Source: an optimization exercise on an open RTL-to-GDS flow (aim: small area). Production flows keep margins and buffers that such runs may drop.
In this exercise RTL edits were held to simulation tests only and were not proved equivalent to the original.
Power and IR drop assume default switching activity.

[design/flow/run.sh]
#!/bin/bash
# synth_recipe.tcl (not shown) runs the flow's synth.tcl, then flattens the netlist and writes it again
# the make line also repeats each setting of config.mk as NAME=value (left out here)
make -C /OpenROAD-flow-scripts/flow DESIGN_CONFIG=/design/flow/config.mk WORK_HOME=/design/flow/orfs CLKGATE_MAP_FILE= SYNTH_SCRIPT=/design/flow/synth_recipe.tcl finish
[design/flow/config.mk]
export PLATFORM = sky130hd
export DESIGN_NAME = ov5640_cfg
export DESIGN_NICKNAME = ov5640_cfg
export VERILOG_FILES = /design/flow/design.v
export SDC_FILE = /design/flow/constraint.sdc
export NUM_CORES = 4
export LEC_CHECK = 0
export CAP_MARGIN = 20
export CORE_MARGIN = 2
export CORE_UTILIZATION = 25
export PLACE_DENSITY = 0.45
export SLEW_MARGIN = 20
[design/flow/constraint.sdc]
create_clock -name core_clock -period 10.0 [get_ports {sysclk}]
set_input_delay 2.0000 -clock core_clock [delete_from_list [all_inputs] [get_ports {sysclk}]]
set_output_delay 2.0000 -clock core_clock [all_outputs]
set_load 0.01 [all_outputs]
[design/flow/design.v]
`timescale 1ns/1ns
module ov5640_sccb(
    input                   sysclk      ,    
    input                   rst_n       ,
    input                   start       ,
    input       [31:0]      cfg_data    ,
    output reg  [ 7:0]      rd_data     ,
    output reg              busy        ,
    output reg              done        ,
    output reg              cmos_sclk   ,
    input                   cmos_sdat_in ,
    output                  cmos_sdat_out,
    output                  cmos_sdat_oe 
);
localparam                  READ_JUMP_FROM  =   55  ;
localparam                  READ_JUMP_TO    =   76  ;
localparam                  WRITE_END_CNT   =   75  ;
localparam                  READ_END_CNT    =   117 ;
reg         [6:0]           cnt         ;
wire                        read        ;
reg                         cmos_sdat_r ;
reg         [31:0]          cfg_data_r  ;
reg                         sdat_dir    ;    
always @(posedge sysclk or negedge rst_n) begin
    if (rst_n == 1'b0) begin
        cfg_data_r <=  32'd0 ;
    end else if (start == 1'b1) begin
        cfg_data_r <=  cfg_data ;
    end
end
always @(posedge sysclk or negedge rst_n) begin
    if (rst_n == 1'b0) begin
        busy    <=  1'b0    ;
    end else if (start == 1'b1) begin
        busy    <=  1'b1    ;
    end else if (cnt == WRITE_END_CNT || cnt == READ_END_CNT) begin
        busy    <=  1'b0    ;
    end
end
always @(posedge sysclk or negedge rst_n) begin
    if (rst_n == 1'b0) begin
        done    <=  1'b0    ;
    end else if (cnt == WRITE_END_CNT || cnt == READ_END_CNT) begin
        done    <=  1'b1    ;
    end else begin
        done    <=  1'b0    ;
    end
end
always @(posedge sysclk or negedge rst_n) begin
    if (rst_n == 1'b0) begin
        cnt     <=  7'd0    ;
    end else if (cnt == WRITE_END_CNT || cnt == READ_END_CNT) begin
        cnt     <=  7'd0    ;
    end else if (read == 1'b1 && cnt == READ_JUMP_FROM) begin
        cnt     <=  READ_JUMP_TO    ;
    end else if (busy   == 1'b1) begin
        cnt     <=  cnt + 1'd1  ;
    end
end
assign read = cfg_data_r[24] ;
always @(negedge sysclk or negedge rst_n) begin
    if (rst_n == 1'b0) begin
        cmos_sclk   <=  1'b1    ;
    end else if (cnt >= READ_JUMP_TO+1 && cnt <= READ_JUMP_TO + 3) begin
        cmos_sclk   <=  1'b1    ;
    end else if (cnt >= 2) begin
        cmos_sclk   <=  ~cmos_sclk  ;
    end else begin
        cmos_sclk   <=  1'b1    ;
    end
end
always @(posedge sysclk or negedge rst_n) begin
    if (rst_n == 1'b0) begin
        cmos_sdat_r   <=  1'b1    ;
    end else if (busy == 1'b1) begin
        case (cnt[6:1])
              0:    cmos_sdat_r     <=  ~cnt[0]     ;   
              1:    cmos_sdat_r     <=  cfg_data_r[31] ;   
              2:    cmos_sdat_r     <=  cfg_data_r[30] ; 
              3:    cmos_sdat_r     <=  cfg_data_r[29] ; 
              4:    cmos_sdat_r     <=  cfg_data_r[28] ; 
              5:    cmos_sdat_r     <=  cfg_data_r[27] ; 
              6:    cmos_sdat_r     <=  cfg_data_r[26] ; 
              7:    cmos_sdat_r     <=  cfg_data_r[25] ; 
              8:    cmos_sdat_r     <=  1'b0        ; 
             10:    cmos_sdat_r     <=  cfg_data_r[23] ;   
             11:    cmos_sdat_r     <=  cfg_data_r[22] ; 
             12:    cmos_sdat_r     <=  cfg_data_r[21] ; 
             13:    cmos_sdat_r     <=  cfg_data_r[20] ; 
             14:    cmos_sdat_r     <=  cfg_data_r[19] ; 
             15:    cmos_sdat_r     <=  cfg_data_r[18] ; 
             16:    cmos_sdat_r     <=  cfg_data_r[17] ; 
             17:    cmos_sdat_r     <=  cfg_data_r[16] ; 
             19:    cmos_sdat_r     <=  cfg_data_r[15] ;   
             20:    cmos_sdat_r     <=  cfg_data_r[14] ; 
             21:    cmos_sdat_r     <=  cfg_data_r[13] ; 
             22:    cmos_sdat_r     <=  cfg_data_r[12] ; 
             23:    cmos_sdat_r     <=  cfg_data_r[11] ; 
             24:    cmos_sdat_r     <=  cfg_data_r[10] ; 
             25:    cmos_sdat_r     <=  cfg_data_r[09] ; 
             26:    cmos_sdat_r     <=  cfg_data_r[08] ; 
             28:    cmos_sdat_r     <=  cfg_data_r[07] ;   
             29:    cmos_sdat_r     <=  cfg_data_r[06] ; 
             30:    cmos_sdat_r     <=  cfg_data_r[05] ; 
             31:    cmos_sdat_r     <=  cfg_data_r[04] ; 
             32:    cmos_sdat_r     <=  cfg_data_r[03] ; 
             33:    cmos_sdat_r     <=  cfg_data_r[02] ; 
             34:    cmos_sdat_r     <=  cfg_data_r[01] ; 
             35:    cmos_sdat_r     <=  cfg_data_r[00] ; 
             37:    cmos_sdat_r     <=  cnt[0]      ;   
             38:    cmos_sdat_r     <=  cnt[0]      ;   
             39:    cmos_sdat_r     <=  ~cnt[0]     ;   
             40:    cmos_sdat_r     <=  cfg_data_r[31] ;   
             41:    cmos_sdat_r     <=  cfg_data_r[30] ; 
             42:    cmos_sdat_r     <=  cfg_data_r[29] ; 
             43:    cmos_sdat_r     <=  cfg_data_r[28] ; 
             44:    cmos_sdat_r     <=  cfg_data_r[27] ; 
             45:    cmos_sdat_r     <=  cfg_data_r[26] ; 
             46:    cmos_sdat_r     <=  cfg_data_r[25] ; 
             47:    cmos_sdat_r     <=  1'b1        ; 
             58:    cmos_sdat_r     <=  cnt[0]      ;   
            default: cmos_sdat_r    <=  1'b1        ;
        endcase
    end else begin
        cmos_sdat_r <=  1'b1    ;
    end
end
always @(posedge sysclk or negedge rst_n) begin
    if (rst_n == 1'b0) begin
        sdat_dir    <=  1'b0    ;
    end else begin
        case (cnt[6:1])
            9, 18, 27, 36, 48, 49, 50, 51, 52, 53, 54, 55, 56:   sdat_dir    <=  1'b1    ; 
            default: sdat_dir   <=  1'b0    ;
        endcase
    end
end
assign cmos_sdat_out = cmos_sdat_r  ;
assign cmos_sdat_oe  = ~sdat_dir    ;
always @(posedge sysclk or negedge rst_n) begin
    if (rst_n == 1'b0) begin
        rd_data <=  8'd0    ;
    end else if (sdat_dir == 1'b1 && cmos_sclk == 1'b1) begin
        rd_data <=  {rd_data[6:0], cmos_sdat_in}   ;
    end
end
endmodule
`timescale 1ns/1ns
module ov5640_cfg(
    input                   sysclk          ,   
    input                   rst_n           ,
    output                  cmos_sclk       ,
    input                   cmos_sdat_in    ,
    output                  cmos_sdat_out   ,
    output                  cmos_sdat_oe    ,
    output reg              cfg_done        ,
    output      [7:0]       rd_data         
);
localparam          CFG_REG_NUM =   304 ;
wire    [31:0]      cfg_reg[0:CFG_REG_NUM-1]    ;
reg     [ 8:0]      cfg_reg_addr                ;
wire                busy    ;
reg                 busy_r  ;
wire                done    ;
reg                 start   ;
always @(posedge sysclk) begin
    busy_r  <=  busy    ;
end
always @(posedge sysclk or negedge rst_n) begin
    if (rst_n == 1'b0) begin
        start   <=  1'b0    ;
    end else if (busy_r == 1'b0 && cfg_done == 1'b0) begin
        start   <=  1'b1    ;
    end else begin
        start   <=  1'b0    ;
    end
end
always @(posedge sysclk or negedge rst_n) begin
    if (rst_n == 1'b0) begin
        cfg_reg_addr    <=  9'd0    ;
    end else if (cfg_reg_addr == CFG_REG_NUM-1) begin
        cfg_reg_addr    <=  cfg_reg_addr    ;
    end else if (done == 1'b1) begin
        cfg_reg_addr    <=  cfg_reg_addr + 9'd1 ;
    end
end
always @(posedge sysclk or negedge rst_n) begin
    if (rst_n == 1'b0) begin
        cfg_done    <=  1'b0    ;
    end else if (cfg_reg_addr == CFG_REG_NUM-1 && done == 1'b1) begin
        cfg_done    <=  1'b1    ;
    end
end
ov5640_sccb u_ov5640_sccb(
    .sysclk                 (   sysclk                      ),        
    .rst_n                  (   rst_n                       ),
    .start                  (   start                       ),
    .cfg_data               (   cfg_reg[cfg_reg_addr]       ),
    .cmos_sclk              (   cmos_sclk                   ),
    .cmos_sdat_in           (   cmos_sdat_in                ),
    .cmos_sdat_out          (   cmos_sdat_out               ),
    .cmos_sdat_oe           (   cmos_sdat_oe                ),
    .done                   (   done                        ),
    .busy                   (   busy                        ),
    .rd_data                (   rd_data                     ) 
);
assign  cfg_reg[000]  =       {8'h78, 16'h3103, 8'h11};
assign  cfg_reg[001]  =       {8'h78, 16'h3008, 8'h82};
assign  cfg_reg[002]  =       {8'h78, 16'h3008, 8'h42};
assign  cfg_reg[003]  =       {8'h78, 16'h3103, 8'h03};
assign  cfg_reg[004]  =       {8'h78, 16'h3017, 8'hff};
assign  cfg_reg[005]  =       {8'h78, 16'h3018, 8'hff};
assign  cfg_reg[006]  =       {8'h78, 16'h3034, 8'h1A};
assign  cfg_reg[007]  =       {8'h78, 16'h3037, 8'h13};        
assign  cfg_reg[008]  =       {8'h78, 16'h3108, 8'h01};        
assign  cfg_reg[009]  =       {8'h78, 16'h3630, 8'h36};
assign  cfg_reg[010]  =       {8'h78, 16'h3631, 8'h0e};
assign  cfg_reg[011]  =       {8'h78, 16'h3632, 8'he2};
assign  cfg_reg[012]  =       {8'h78, 16'h3633, 8'h12};
assign  cfg_reg[013]  =       {8'h78, 16'h3621, 8'he0};
assign  cfg_reg[014]  =       {8'h78, 16'h3704, 8'ha0};
assign  cfg_reg[015]  =       {8'h78, 16'h3703, 8'h5a};
assign  cfg_reg[016]  =       {8'h78, 16'h3715, 8'h78};
assign  cfg_reg[017]  =       {8'h78, 16'h3717, 8'h01};
assign  cfg_reg[018]  =       {8'h78, 16'h370b, 8'h60};
assign  cfg_reg[019]  =       {8'h78, 16'h3705, 8'h1a};
assign  cfg_reg[020]  =       {8'h78, 16'h3905, 8'h02};
assign  cfg_reg[021]  =       {8'h78, 16'h3906, 8'h10};
assign  cfg_reg[022]  =       {8'h78, 16'h3901, 8'h0a};
assign  cfg_reg[023]  =       {8'h78, 16'h3731, 8'h12};
assign  cfg_reg[024]  =       {8'h78, 16'h3600, 8'h08};
assign  cfg_reg[025]  =       {8'h78, 16'h3601, 8'h33};
assign  cfg_reg[026]  =       {8'h78, 16'h302d, 8'h60};
assign  cfg_reg[027]  =       {8'h78, 16'h3620, 8'h52};
assign  cfg_reg[028]  =       {8'h78, 16'h371b, 8'h20};
assign  cfg_reg[029]  =       {8'h78, 16'h471c, 8'h50};
assign  cfg_reg[030]  =       {8'h78, 16'h3a13, 8'h43};
assign  cfg_reg[031]  =       {8'h78, 16'h3a18, 8'h00};
assign  cfg_reg[032]  =       {8'h78, 16'h3a19, 8'hf8};
assign  cfg_reg[033]  =       {8'h78, 16'h3635, 8'h13};
assign  cfg_reg[034]  =       {8'h78, 16'h3636, 8'h03};
assign  cfg_reg[035]  =       {8'h78, 16'h3634, 8'h40};
assign  cfg_reg[036]  =       {8'h78, 16'h3622, 8'h01};
assign  cfg_reg[037]  =       {8'h78, 16'h3c01, 8'h34};
assign  cfg_reg[038]  =       {8'h78, 16'h3c04, 8'h28};
assign  cfg_reg[039]  =       {8'h78, 16'h3c05, 8'h98};     
assign  cfg_reg[040]  =       {8'h78, 16'h3c06, 8'h00};
assign  cfg_reg[041]  =       {8'h78, 16'h3c07, 8'h08};
assign  cfg_reg[042]  =       {8'h78, 16'h3c08, 8'h00};
assign  cfg_reg[043]  =       {8'h78, 16'h3c09, 8'h1c};
assign  cfg_reg[044]  =       {8'h78, 16'h3c0a, 8'h9c};
assign  cfg_reg[045]  =       {8'h78, 16'h3c0b, 8'h40};
assign  cfg_reg[046]  =       {8'h78, 16'h3810, 8'h00};
assign  cfg_reg[047]  =       {8'h78, 16'h3811, 8'h10};
assign  cfg_reg[048]  =       {8'h78, 16'h3812, 8'h00};
assign  cfg_reg[049]  =       {8'h78, 16'h3708, 8'h64};
assign  cfg_reg[050]  =       {8'h78, 16'h4001, 8'h02};
assign  cfg_reg[051]  =       {8'h78, 16'h4005, 8'h1a};
assign  cfg_reg[052]  =       {8'h78, 16'h3000, 8'h00};
assign  cfg_reg[053]  =       {8'h78, 16'h3004, 8'hff};
assign  cfg_reg[054]  =       {8'h78, 16'h300e, 8'h58};
assign  cfg_reg[055]  =       {8'h78, 16'h302e, 8'h00};
assign  cfg_reg[056]  =       {8'h78, 16'h4300, 8'h61};   
assign  cfg_reg[057]  =       {8'h78, 16'h501f, 8'h01};
assign  cfg_reg[058]  =       {8'h78, 16'h440e, 8'h00};
assign  cfg_reg[059]  =       {8'h78, 16'h5000, 8'ha7};    
assign  cfg_reg[060]  =       {8'h78, 16'h3a0f, 8'h30};
assign  cfg_reg[061]  =       {8'h78, 16'h3a10, 8'h28};
assign  cfg_reg[062]  =       {8'h78, 16'h3a1b, 8'h30};
assign  cfg_reg[063]  =       {8'h78, 16'h3a1e, 8'h26};
assign  cfg_reg[064]  =       {8'h78, 16'h3a11, 8'h60};
assign  cfg_reg[065]  =       {8'h78, 16'h3a1f, 8'h14};
assign  cfg_reg[066]  =       {8'h78, 16'h5800, 8'h23};
assign  cfg_reg[067]  =       {8'h78, 16'h5801, 8'h14};
assign  cfg_reg[068]  =       {8'h78, 16'h5802, 8'h0f};
assign  cfg_reg[069]  =       {8'h78, 16'h5803, 8'h0f};  
assign  cfg_reg[070]  =       {8'h78, 16'h5804, 8'h12};
assign  cfg_reg[071]  =       {8'h78, 16'h5805, 8'h26};
assign  cfg_reg[072]  =       {8'h78, 16'h5806, 8'h0c};
assign  cfg_reg[073]  =       {8'h78, 16'h5807, 8'h08};
assign  cfg_reg[074]  =       {8'h78, 16'h5808, 8'h05};
assign  cfg_reg[075]  =       {8'h78, 16'h5809, 8'h05};
assign  cfg_reg[076]  =       {8'h78, 16'h580a, 8'h08};
assign  cfg_reg[077]  =       {8'h78, 16'h580b, 8'h0d};
assign  cfg_reg[078]  =       {8'h78, 16'h580c, 8'h08};
assign  cfg_reg[079]  =       {8'h78, 16'h580d, 8'h03};    
assign  cfg_reg[080]  =       {8'h78, 16'h580e, 8'h00};
assign  cfg_reg[081]  =       {8'h78, 16'h580f, 8'h00};
assign  cfg_reg[082]  =       {8'h78, 16'h5810, 8'h03};
assign  cfg_reg[083]  =       {8'h78, 16'h5811, 8'h09};
assign  cfg_reg[084]  =       {8'h78, 16'h5812, 8'h07};
assign  cfg_reg[085]  =       {8'h78, 16'h5813, 8'h03};
assign  cfg_reg[086]  =       {8'h78, 16'h5814, 8'h00};
assign  cfg_reg[087]  =       {8'h78, 16'h5815, 8'h01};
assign  cfg_reg[088]  =       {8'h78, 16'h5816, 8'h03};
assign  cfg_reg[089]  =       {8'h78, 16'h5817, 8'h08};  
assign  cfg_reg[090]  =       {8'h78, 16'h5818, 8'h0d};
assign  cfg_reg[091]  =       {8'h78, 16'h5819, 8'h08};
assign  cfg_reg[092]  =       {8'h78, 16'h581a, 8'h05};
assign  cfg_reg[093]  =       {8'h78, 16'h581b, 8'h06};
assign  cfg_reg[094]  =       {8'h78, 16'h581c, 8'h08};
assign  cfg_reg[095]  =       {8'h78, 16'h581d, 8'h0e};
assign  cfg_reg[096]  =       {8'h78, 16'h581e, 8'h29};
assign  cfg_reg[097]  =       {8'h78, 16'h581f, 8'h17};
assign  cfg_reg[098]  =       {8'h78, 16'h5820, 8'h11};
assign  cfg_reg[099]  =       {8'h78, 16'h5821, 8'h11};     
assign  cfg_reg[100]  =       {8'h78, 16'h5822, 8'h15};
assign  cfg_reg[101]  =       {8'h78, 16'h5823, 8'h28};
assign  cfg_reg[102]  =       {8'h78, 16'h5824, 8'h46};
assign  cfg_reg[103]  =       {8'h78, 16'h5825, 8'h26};
assign  cfg_reg[104]  =       {8'h78, 16'h5826, 8'h08};
assign  cfg_reg[105]  =       {8'h78, 16'h5827, 8'h26};
assign  cfg_reg[106]  =       {8'h78, 16'h5828, 8'h64};
assign  cfg_reg[107]  =       {8'h78, 16'h5829, 8'h26};
assign  cfg_reg[108]  =       {8'h78, 16'h582a, 8'h24};
assign  cfg_reg[109]  =       {8'h78, 16'h582b, 8'h22};       
assign  cfg_reg[110]  =       {8'h78, 16'h582c, 8'h24};
assign  cfg_reg[111]  =       {8'h78, 16'h582d, 8'h24};
assign  cfg_reg[112]  =       {8'h78, 16'h582e, 8'h06};
assign  cfg_reg[113]  =       {8'h78, 16'h582f, 8'h22};
assign  cfg_reg[114]  =       {8'h78, 16'h5830, 8'h40};
assign  cfg_reg[115]  =       {8'h78, 16'h5831, 8'h42};
assign  cfg_reg[116]  =       {8'h78, 16'h5832, 8'h24};
assign  cfg_reg[117]  =       {8'h78, 16'h5833, 8'h26};
assign  cfg_reg[118]  =       {8'h78, 16'h5834, 8'h24};
assign  cfg_reg[119]  =       {8'h78, 16'h5835, 8'h22};        
assign  cfg_reg[120]  =       {8'h78, 16'h5836, 8'h22};
assign  cfg_reg[121]  =       {8'h78, 16'h5837, 8'h26};
assign  cfg_reg[122]  =       {8'h78, 16'h5838, 8'h44};
assign  cfg_reg[123]  =       {8'h78, 16'h5839, 8'h24};
assign  cfg_reg[124]  =       {8'h78, 16'h583a, 8'h26};
assign  cfg_reg[125]  =       {8'h78, 16'h583b, 8'h28};
assign  cfg_reg[126]  =       {8'h78, 16'h583c, 8'h42};
assign  cfg_reg[127]  =       {8'h78, 16'h583d, 8'hce};
assign  cfg_reg[128]  =       {8'h78, 16'h5180, 8'hff};
assign  cfg_reg[129]  =       {8'h78, 16'h5181, 8'hf2};   
assign  cfg_reg[130]  =       {8'h78, 16'h5182, 8'h00};
assign  cfg_reg[131]  =       {8'h78, 16'h5183, 8'h14};
assign  cfg_reg[132]  =       {8'h78, 16'h5184, 8'h25};
assign  cfg_reg[133]  =       {8'h78, 16'h5185, 8'h24};
assign  cfg_reg[134]  =       {8'h78, 16'h5186, 8'h09};
assign  cfg_reg[135]  =       {8'h78, 16'h5187, 8'h09};
assign  cfg_reg[136]  =       {8'h78, 16'h5188, 8'h09};
assign  cfg_reg[137]  =       {8'h78, 16'h5189, 8'h75};
assign  cfg_reg[138]  =       {8'h78, 16'h518a, 8'h54};
assign  cfg_reg[139]  =       {8'h78, 16'h518b, 8'he0};   
assign  cfg_reg[140]  =       {8'h78, 16'h518c, 8'hb2};
assign  cfg_reg[141]  =       {8'h78, 16'h518d, 8'h42};
assign  cfg_reg[142]  =       {8'h78, 16'h518e, 8'h3d};
assign  cfg_reg[143]  =       {8'h78, 16'h518f, 8'h56};
assign  cfg_reg[144]  =       {8'h78, 16'h5190, 8'h46};
assign  cfg_reg[145]  =       {8'h78, 16'h5191, 8'hf8};
assign  cfg_reg[146]  =       {8'h78, 16'h5192, 8'h04};
assign  cfg_reg[147]  =       {8'h78, 16'h5193, 8'h70};
assign  cfg_reg[148]  =       {8'h78, 16'h5194, 8'hf0};
assign  cfg_reg[149]  =       {8'h78, 16'h5195, 8'hf0};   
assign  cfg_reg[150]  =       {8'h78, 16'h5196, 8'h03};
assign  cfg_reg[151]  =       {8'h78, 16'h5197, 8'h01};
assign  cfg_reg[152]  =       {8'h78, 16'h5198, 8'h04};
assign  cfg_reg[153]  =       {8'h78, 16'h5199, 8'h12};
assign  cfg_reg[154]  =       {8'h78, 16'h519a, 8'h04};
assign  cfg_reg[155]  =       {8'h78, 16'h519b, 8'h00};
assign  cfg_reg[156]  =       {8'h78, 16'h519c, 8'h06};
assign  cfg_reg[157]  =       {8'h78, 16'h519d, 8'h82};
assign  cfg_reg[158]  =       {8'h78, 16'h519e, 8'h38};
assign  cfg_reg[159]  =       {8'h78, 16'h5480, 8'h01};   
assign  cfg_reg[160]  =       {8'h78, 16'h5481, 8'h08};
assign  cfg_reg[161]  =       {8'h78, 16'h5482, 8'h14};
assign  cfg_reg[162]  =       {8'h78, 16'h5483, 8'h28};
assign  cfg_reg[163]  =       {8'h78, 16'h5484, 8'h51};
assign  cfg_reg[164]  =       {8'h78, 16'h5485, 8'h65};
assign  cfg_reg[165]  =       {8'h78, 16'h5486, 8'h71};
assign  cfg_reg[166]  =       {8'h78, 16'h5487, 8'h7d};
assign  cfg_reg[167]  =       {8'h78, 16'h5488, 8'h87};
assign  cfg_reg[168]  =       {8'h78, 16'h5489, 8'h91};
assign  cfg_reg[169]  =       {8'h78, 16'h548a, 8'h9a};   
assign  cfg_reg[170]  =       {8'h78, 16'h548b, 8'haa};
assign  cfg_reg[171]  =       {8'h78, 16'h548c, 8'hb8};
assign  cfg_reg[172]  =       {8'h78, 16'h548d, 8'hcd};
assign  cfg_reg[173]  =       {8'h78, 16'h548e, 8'hdd};
assign  cfg_reg[174]  =       {8'h78, 16'h548f, 8'hea};
assign  cfg_reg[175]  =       {8'h78, 16'h5490, 8'h1d};
assign  cfg_reg[176]  =       {8'h78, 16'h5381, 8'h1e};
assign  cfg_reg[177]  =       {8'h78, 16'h5382, 8'h5b};
assign  cfg_reg[178]  =       {8'h78, 16'h5383, 8'h08};
assign  cfg_reg[179]  =       {8'h78, 16'h5384, 8'h0a};  
assign  cfg_reg[180]  =       {8'h78, 16'h5385, 8'h7e};
assign  cfg_reg[181]  =       {8'h78, 16'h5386, 8'h88};
assign  cfg_reg[182]  =       {8'h78, 16'h5387, 8'h7c};
assign  cfg_reg[183]  =       {8'h78, 16'h5388, 8'h6c};
assign  cfg_reg[184]  =       {8'h78, 16'h5389, 8'h10};
assign  cfg_reg[185]  =       {8'h78, 16'h538a, 8'h01};
assign  cfg_reg[186]  =       {8'h78, 16'h538b, 8'h98};
assign  cfg_reg[187]  =       {8'h78, 16'h5580, 8'h06};
assign  cfg_reg[188]  =       {8'h78, 16'h5583, 8'h40};
assign  cfg_reg[189]  =       {8'h78, 16'h5584, 8'h10};  
assign  cfg_reg[190]  =       {8'h78, 16'h5589, 8'h10};
assign  cfg_reg[191]  =       {8'h78, 16'h558a, 8'h00};
assign  cfg_reg[192]  =       {8'h78, 16'h558b, 8'hf8};
assign  cfg_reg[193]  =       {8'h78, 16'h501d, 8'h40};
assign  cfg_reg[194]  =       {8'h78, 16'h5300, 8'h08};
assign  cfg_reg[195]  =       {8'h78, 16'h5301, 8'h30};
assign  cfg_reg[196]  =       {8'h78, 16'h5302, 8'h10};
assign  cfg_reg[197]  =       {8'h78, 16'h5303, 8'h00};
assign  cfg_reg[198]  =       {8'h78, 16'h5304, 8'h08};
assign  cfg_reg[199]  =       {8'h78, 16'h5305, 8'h30};  
assign  cfg_reg[200]  =       {8'h78, 16'h5306, 8'h08};
assign  cfg_reg[201]  =       {8'h78, 16'h5307, 8'h16};
assign  cfg_reg[202]  =       {8'h78, 16'h5309, 8'h08};
assign  cfg_reg[203]  =       {8'h78, 16'h530a, 8'h30};
assign  cfg_reg[204]  =       {8'h78, 16'h530b, 8'h04};
assign  cfg_reg[205]  =       {8'h78, 16'h530c, 8'h06};
assign  cfg_reg[206]  =       {8'h78, 16'h5025, 8'h00};
assign  cfg_reg[207]  =       {8'h78, 16'h3008, 8'h02};
assign  cfg_reg[208]  =       {8'h78, 16'h3035, 8'h11};
assign  cfg_reg[209]  =       {8'h78, 16'h3036, 8'h46}; 
assign  cfg_reg[210]  =       {8'h78, 16'h3c07, 8'h08};
assign  cfg_reg[211]  =       {8'h78, 16'h3820, 8'h41};
assign  cfg_reg[212]  =       {8'h78, 16'h3821, 8'h07};
assign  cfg_reg[213]  =       {8'h78, 16'h3814, 8'h31};
assign  cfg_reg[214]  =       {8'h78, 16'h3815, 8'h31};
assign  cfg_reg[215]  =       {8'h78, 16'h3800, 8'h00};
assign  cfg_reg[216]  =       {8'h78, 16'h3801, 8'h00};
assign  cfg_reg[217]  =       {8'h78, 16'h3802, 8'h00};
assign  cfg_reg[218]  =       {8'h78, 16'h3803, 8'h04};
assign  cfg_reg[219]  =       {8'h78, 16'h3804, 8'h0a};  
assign  cfg_reg[220]  =       {8'h78, 16'h3805, 8'h3f};
assign  cfg_reg[221]  =       {8'h78, 16'h3806, 8'h07};
assign  cfg_reg[222]  =       {8'h78, 16'h3807, 8'h9b};
assign  cfg_reg[223]  =       {8'h78, 16'h3808, 8'h03};
assign  cfg_reg[224]  =       {8'h78, 16'h3809, 8'h20};
assign  cfg_reg[225]  =       {8'h78, 16'h380a, 8'h02};
assign  cfg_reg[226]  =       {8'h78, 16'h380b, 8'h58};
assign  cfg_reg[227]  =       {8'h78, 16'h380c, 8'h07};
assign  cfg_reg[228]  =       {8'h78, 16'h380d, 8'h68};
assign  cfg_reg[229]  =       {8'h78, 16'h380e, 8'h03}; 
assign  cfg_reg[230]  =       {8'h78, 16'h380f, 8'hd8};
assign  cfg_reg[231]  =       {8'h78, 16'h3813, 8'h06};
assign  cfg_reg[232]  =       {8'h78, 16'h3618, 8'h00};
assign  cfg_reg[233]  =       {8'h78, 16'h3612, 8'h29};
assign  cfg_reg[234]  =       {8'h78, 16'h3709, 8'h52};
assign  cfg_reg[235]  =       {8'h78, 16'h370c, 8'h03};
assign  cfg_reg[236]  =       {8'h78, 16'h3a02, 8'h17};
assign  cfg_reg[237]  =       {8'h78, 16'h3a03, 8'h10};
assign  cfg_reg[238]  =       {8'h78, 16'h3a14, 8'h17};
assign  cfg_reg[239]  =       {8'h78, 16'h3a15, 8'h10}; 
assign  cfg_reg[240]  =       {8'h78, 16'h4004, 8'h02};
assign  cfg_reg[241]  =       {8'h78, 16'h3002, 8'h1c};
assign  cfg_reg[242]  =       {8'h78, 16'h3006, 8'hc3};
assign  cfg_reg[243]  =       {8'h78, 16'h4713, 8'h03};
assign  cfg_reg[244]  =       {8'h78, 16'h4407, 8'h04};
assign  cfg_reg[245]  =       {8'h78, 16'h460b, 8'h35};
assign  cfg_reg[246]  =       {8'h78, 16'h460c, 8'h22};
assign  cfg_reg[247]  =       {8'h78, 16'h4837, 8'h22};
assign  cfg_reg[248]  =       {8'h78, 16'h3824, 8'h02}; 
assign  cfg_reg[249]  =       {8'h78, 16'h5001, 8'ha3}; 
assign  cfg_reg[250]  =       {8'h78, 16'h3503, 8'h00};
assign  cfg_reg[251]  =       {8'h78, 16'h3035, 8'h21};        
assign  cfg_reg[252]  =       {8'h78, 16'h3036, 8'h69};
assign  cfg_reg[253]  =       {8'h78, 16'h3c07, 8'h07};
assign  cfg_reg[254]  =       {8'h78, 16'h3820, 8'h47};
assign  cfg_reg[255]  =       {8'h78, 16'h3821, 8'h07};
assign  cfg_reg[256]  =       {8'h78, 16'h3814, 8'h31};
assign  cfg_reg[257]  =       {8'h78, 16'h3815, 8'h31};
assign  cfg_reg[258]  =       {8'h78, 16'h3800, 8'h00};        
assign  cfg_reg[259]  =       {8'h78, 16'h3801, 8'h00};        
assign  cfg_reg[260]  =       {8'h78, 16'h3802, 8'h00};        
assign  cfg_reg[261]  =       {8'h78, 16'h3803, 8'hfa};        
assign  cfg_reg[262]  =       {8'h78, 16'h3804, 8'h0a};        
assign  cfg_reg[263]  =       {8'h78, 16'h3805, 8'h3f};        
assign  cfg_reg[264]  =       {8'h78, 16'h3806, 8'h06};        
assign  cfg_reg[265]  =       {8'h78, 16'h3807, 8'ha9};        
assign  cfg_reg[266]  =       {8'h78, 16'h3808, 8'h04};        
assign  cfg_reg[267]  =       {8'h78, 16'h3809, 8'h00};        
assign  cfg_reg[268]  =       {8'h78, 16'h380a, 8'h02};        
assign  cfg_reg[269]  =       {8'h78, 16'h380b, 8'hd0};        
assign  cfg_reg[270]  =       {8'h78, 16'h380c, 8'h07};        
assign  cfg_reg[271]  =       {8'h78, 16'h380d, 8'h64};        
assign  cfg_reg[272]  =       {8'h78, 16'h380e, 8'h02};        
assign  cfg_reg[273]  =       {8'h78, 16'h380f, 8'he4};        
assign  cfg_reg[274]  =       {8'h78, 16'h3813, 8'h04};        
assign  cfg_reg[275]  =       {8'h78, 16'h3618, 8'h00};
assign  cfg_reg[276]  =       {8'h78, 16'h3612, 8'h29};
assign  cfg_reg[277]  =       {8'h78, 16'h3709, 8'h52};
assign  cfg_reg[278]  =       {8'h78, 16'h370c, 8'h03};
assign  cfg_reg[279]  =       {8'h78, 16'h3a02, 8'h02}; 
assign  cfg_reg[280]  =       {8'h78, 16'h3a03, 8'he0};
assign  cfg_reg[281]  =       {8'h78, 16'h3a08, 8'h00};
assign  cfg_reg[282]  =       {8'h78, 16'h3a09, 8'h6f};
assign  cfg_reg[283]  =       {8'h78, 16'h3a0a, 8'h00};
assign  cfg_reg[284]  =       {8'h78, 16'h3a0b, 8'h5c};
assign  cfg_reg[285]  =       {8'h78, 16'h3a0e, 8'h06};
assign  cfg_reg[286]  =       {8'h78, 16'h3a0d, 8'h08};
assign  cfg_reg[287]  =       {8'h78, 16'h3a14, 8'h02};
assign  cfg_reg[288]  =       {8'h78, 16'h3a15, 8'he0};
assign  cfg_reg[289]  =       {8'h78, 16'h4004, 8'h02}; 
assign  cfg_reg[290]  =       {8'h78, 16'h3002, 8'h1c};
assign  cfg_reg[291]  =       {8'h78, 16'h3006, 8'hc3};
assign  cfg_reg[292]  =       {8'h78, 16'h4713, 8'h03};
assign  cfg_reg[293]  =       {8'h78, 16'h4407, 8'h04};
assign  cfg_reg[294]  =       {8'h78, 16'h460b, 8'h37};
assign  cfg_reg[295]  =       {8'h78, 16'h460c, 8'h20};
assign  cfg_reg[296]  =       {8'h78, 16'h4837, 8'h16};
assign  cfg_reg[297]  =       {8'h78, 16'h3824, 8'h04};        
assign  cfg_reg[298]  =       {8'h78, 16'h5001, 8'h83};
assign  cfg_reg[299]  =       {8'h78, 16'h3503, 8'h00}; 
assign  cfg_reg[300]  =       {8'h78, 16'h3016, 8'h02};
assign  cfg_reg[301]  =       {8'h78, 16'h3b07, 8'h0a};
assign  cfg_reg[302]  =       {8'h78, 16'h3b00, 8'h83};
assign  cfg_reg[303]  =       {8'h78, 16'h3b00, 8'h00};
endmodule
==> notes.md <==
[registers in the layout (all words and copies together), names as in the netlist]
register / count
u_ov5640_sccb.done: 1
u_ov5640_sccb.sdat_dir: 1
busy_r: 1
cfg_reg_addr: 9
u_ov5640_sccb.cmos_sdat_r: 1
u_ov5640_sccb.busy: 1
u_ov5640_sccb.cmos_sclk: 1
cfg_done: 1
u_ov5640_sccb.cfg_data_r: 23
u_ov5640_sccb.rd_data: 8
start: 1
u_ov5640_sccb.cnt: 7
[per-layer routing]
metal | vias to the layer above | wire length (um) | global-route usage
met1 | 6060 | 28700 | 0.514
met5 | - | 76 | 0
li1 | 4712 | - | -
met3 | 374 | 9650 | 0.148
met4 | 6 | 7180 | 0.301
met2 | 1195 | 30500 | 0.601
[kinds of logic (layout without fill, tap and decap cells)]
logic type / after synthesis / count (layout)
AND/OR/NAND/NOR: 587 / 587
AO/OA/AOI/OAI: 407 / 407
buffers and inverters: 137 / 97
flip-flops: 55 / 55
XOR/XNOR: 16 / 16
multiplexers: 14 / 14
adder cells (fa/ha/maj): 9 / 9
other: 0 / 5
[power by group through the flow]
| stage | Sequential, mW | Clock, mW | Combinational (mW) |
|---|---|---|---|
| after floorplan | 0.228 | 0.00125 | 0.000535 |
| final | 0.223 | 0.184 | 0.00750 |
| after CTS | 0.223 | 0.192 | 0.00810 |
| after global placement | 0.228 | 0.00125 | 0.00807 |
| after global routing | 0.223 | 0.200 | 0.00882 |
| after detailed placement | 0.228 | 0.00125 | 0.00809 |
[cell type report]
| type | count | area [um^2] | share of cell area |
|---|---|---|---|
| diodes | 5 | 12.5 | 0.00133 |
| clock buffers | 5 | 125 | 0.0133 |
| clock inverters | 4 | 25.0 | 0.00266 |
| inverters | 15 | 56.3 | 0.00598 |
| multi-input cells | 1033 | 6670 | 0.709 |
| flip-flops and latches | 55 | 1380 | 0.146 |
| well taps | 455 | 569 | 0.0605 |
| repair buffers | 73 | 576 | 0.0612 |
[final timing paths]
kind                                              startpoint                                 to  slack (ps)  cells past startpoint
setup / recovery           u_ov5640_sccb.cmos_sclk$_DFF_NN1_                          cmos_sclk        1550                      1
hold / removal                                busy_r$_DFF_P_                    start$_DFF_PN0_         380                      1
setup reg to reg            u_ov5640_sccb.cnt[1]$_DFFE_PN0P_  u_ov5640_sccb.cmos_sclk$_DFF_NN1_        3340                      4
hold reg to reg                               busy_r$_DFF_P_                    start$_DFF_PN0_         380                      1
max in group asynchronous                              rst_n  u_ov5640_sccb.cmos_sclk$_DFF_NN1_        3370                      1
min in group asynchronous                              rst_n        cfg_reg_addr[6]$_DFFE_PN0P_        1910                      2
[cell usage in the layout, fill, tap and decap left out, drive strengths merged, types with 11 or more instances in the layout]
cell / instances
a2111oi: 12
a211oi: 18
a21oi: 66
a221oi: 14
a22oi: 18
a31oi: 31
buf: 60
clkdlybuf4s50: 13
dfrtp: 52
inv: 15
mux2: 11
nand2: 121
nand2b: 16
nand3: 49
nand4: 36
nor2: 132
nor2b: 15
nor3: 61
nor3b: 13
nor4: 27
o2111ai: 11
o211ai: 11
o21ai: 84
o221ai: 11
o22ai: 53
o32ai: 11
xnor2: 13
[metrics by stage]
stage | total power [mW] | hold slack [ps] | area [um^2] | setup WS, ps | util
2_1_floorplan | 0.230 | 345 | 8680 | 2460 | -
3_3_place_gp | 0.237 | 363 | 9230 | 1930 | 0.268
4_1_cts | 0.423 | 384 | 9390 | 1530 | 0.273
6_report | 0.415 | 381 | 9410 | 1550 | 0.274
3_5_place_dp | 0.237 | 373 | 9240 | 1940 | 0.269
5_1_grt | 0.432 | 398 | 9400 | 1520 | 0.273
==> impl_metrics.csv <==
group,metric,value,unit
die,die_area,0.0362,mm^2
run,drv_cap,0,
global_routing,grt_pass1_vias,11700,
routing,avgRoutedWirePerCell,46.3,um
run_status,status,"complete, no violations",
place,placed_cells,1632,
power_and_ir_drop,swShare,0.232,
hold_path,hold_class,"register to register",
clocking,root_buffer,"clkbuf_16",
routing,first_pass_iters,6,
synth,synth_warnings,2,
power_and_ir_drop,p_leak,3.36,nW
cells_and_area,layout-drive-gt1-share,0.127,
worst_setup_path,crit_type,"register to primary output",
die,design.core.area,0.0344,mm^2
global_routing,antenna_found_initial,6,
power_and_ir_drop,sequentialPowerShare,0.538,
cells_and_area,syn2layout_area_growth,8.44,%
die,start_util,0.252,
worst_setup_path,slowest_stage,"dfstp_2",
power_and_ir_drop,clkPwrFrac,0.444,
synth,async_flop_share,0.982,
worst_setup_path,cp_cell_sequence,"clkdlybuf4s50_1",
power_and_ir_drop,intPower,0.319,mW
synth,ys_seq_elements,55,
die,die_w,190,um
power_and_ir_drop,p_per_area,44.1,mW/mm^2
worst_setup_path,cp.buffers_inverters,1,
synth,synth_top_family_by_area,"simple AND/OR/NAND/NOR gates",
place,dp_hpwl,55.1,mm
synth,synth_most_common_cell,"nor2_1",
power_and_ir_drop,ir_worst_vdd,0.0000742,V
die,rows,68,
global_routing,grt_pass1_wl,104,mm
timing,setup_viol,0,
routing,totalWireLength,76.1,mm
clocking,cts_buffers,5,
worst_setup_path,endpoint_kind,"primary output",
synth,syn-num-nets,1237,
synth,yosys.area_share.adder,0.0130,
clocking,clk_pin_slew,70,ps
routing,route.vias.total,12300,
worst_setup_path,critPathMaxFanout,3,
cells_and_area,final_nets,1196,
synth,synth_xor_area_frac,0.0170,
synth,synth_edf_count,0,
timing,rsz0062_at_grt,"false",
place,io_buffers,14,
die,pin_count,15,
timing,finalHoldViolations,0,
synth,synth_area_leader_cell,"dfrtp_1",
worst_setup_path,critPathRequiredTime,8000,ps
clocking,cts_buffer_depth,2,
synth,synth_compound_area_frac,0.321,
global_routing,grt_max_degree,54,
power_and_ir_drop,switchingPower,0.0963,mW
synth,synth_common_cells,"131 x nor2_1, 121 x nand2_1, 80 x o21ai_0",
timing,relSlewSlack,0.125,
synth,synthCells,1225,
global_routing,grt.total_usage,0.418,
synth,netlist-cell-type-count,99,
clocking,cts_sinks,55,
timing,worstMarginPinSlew,1310,ps
synth,synth_top_area_frac,0.150,
cells_and_area,fin_cells,1645,
power_and_ir_drop,comb_power_share,0.018,
routing,ant_nets,0,
clocking,tritoncts,"done",
synth,synth-main-ff-cell,"dfrtp_1",
routing,vias_per_cell,7.51,
routing,drt_iter0_markers,1986,
synth,yosys.area_share.simple,0.388,
synth,synth_area_per_cell,7.08,um^2
clocking,cts_resized,0,
timing,drv_slew,0,
timing,finClkSkew,85.3,ps
worst_setup_path,critPathArrivalTime,6450,ps
timing,tns,0,ps
routing,drc_errors,0,
worst_setup_path,crit_path_max_incr_delay,530,ps
synth,synth_mux_area_frac,0.0177,
clocking,insertion_delay,380,ps
die,chipHeight,190,um
worst_setup_path,crit_path_start_kind,"register",
synth,synth_area_leaders,"dfrtp_1 15%, nor2_1 5.7%, nand2_1 5.2%",
synth,syn_area,0.00868,mm^2
cells_and_area,n_fill_cell,3919,
clocking,htree_levels,2,
place,place_congestion,1.15,
clocking,post-cts-setup-buffers,0,
clocking,cts_hold_buf,0,
worst_setup_path,path_delay_family,"flip-flops",
global_routing,grt_remaining_overflow,0,
synth,ys_seq_area_frac,0.158,
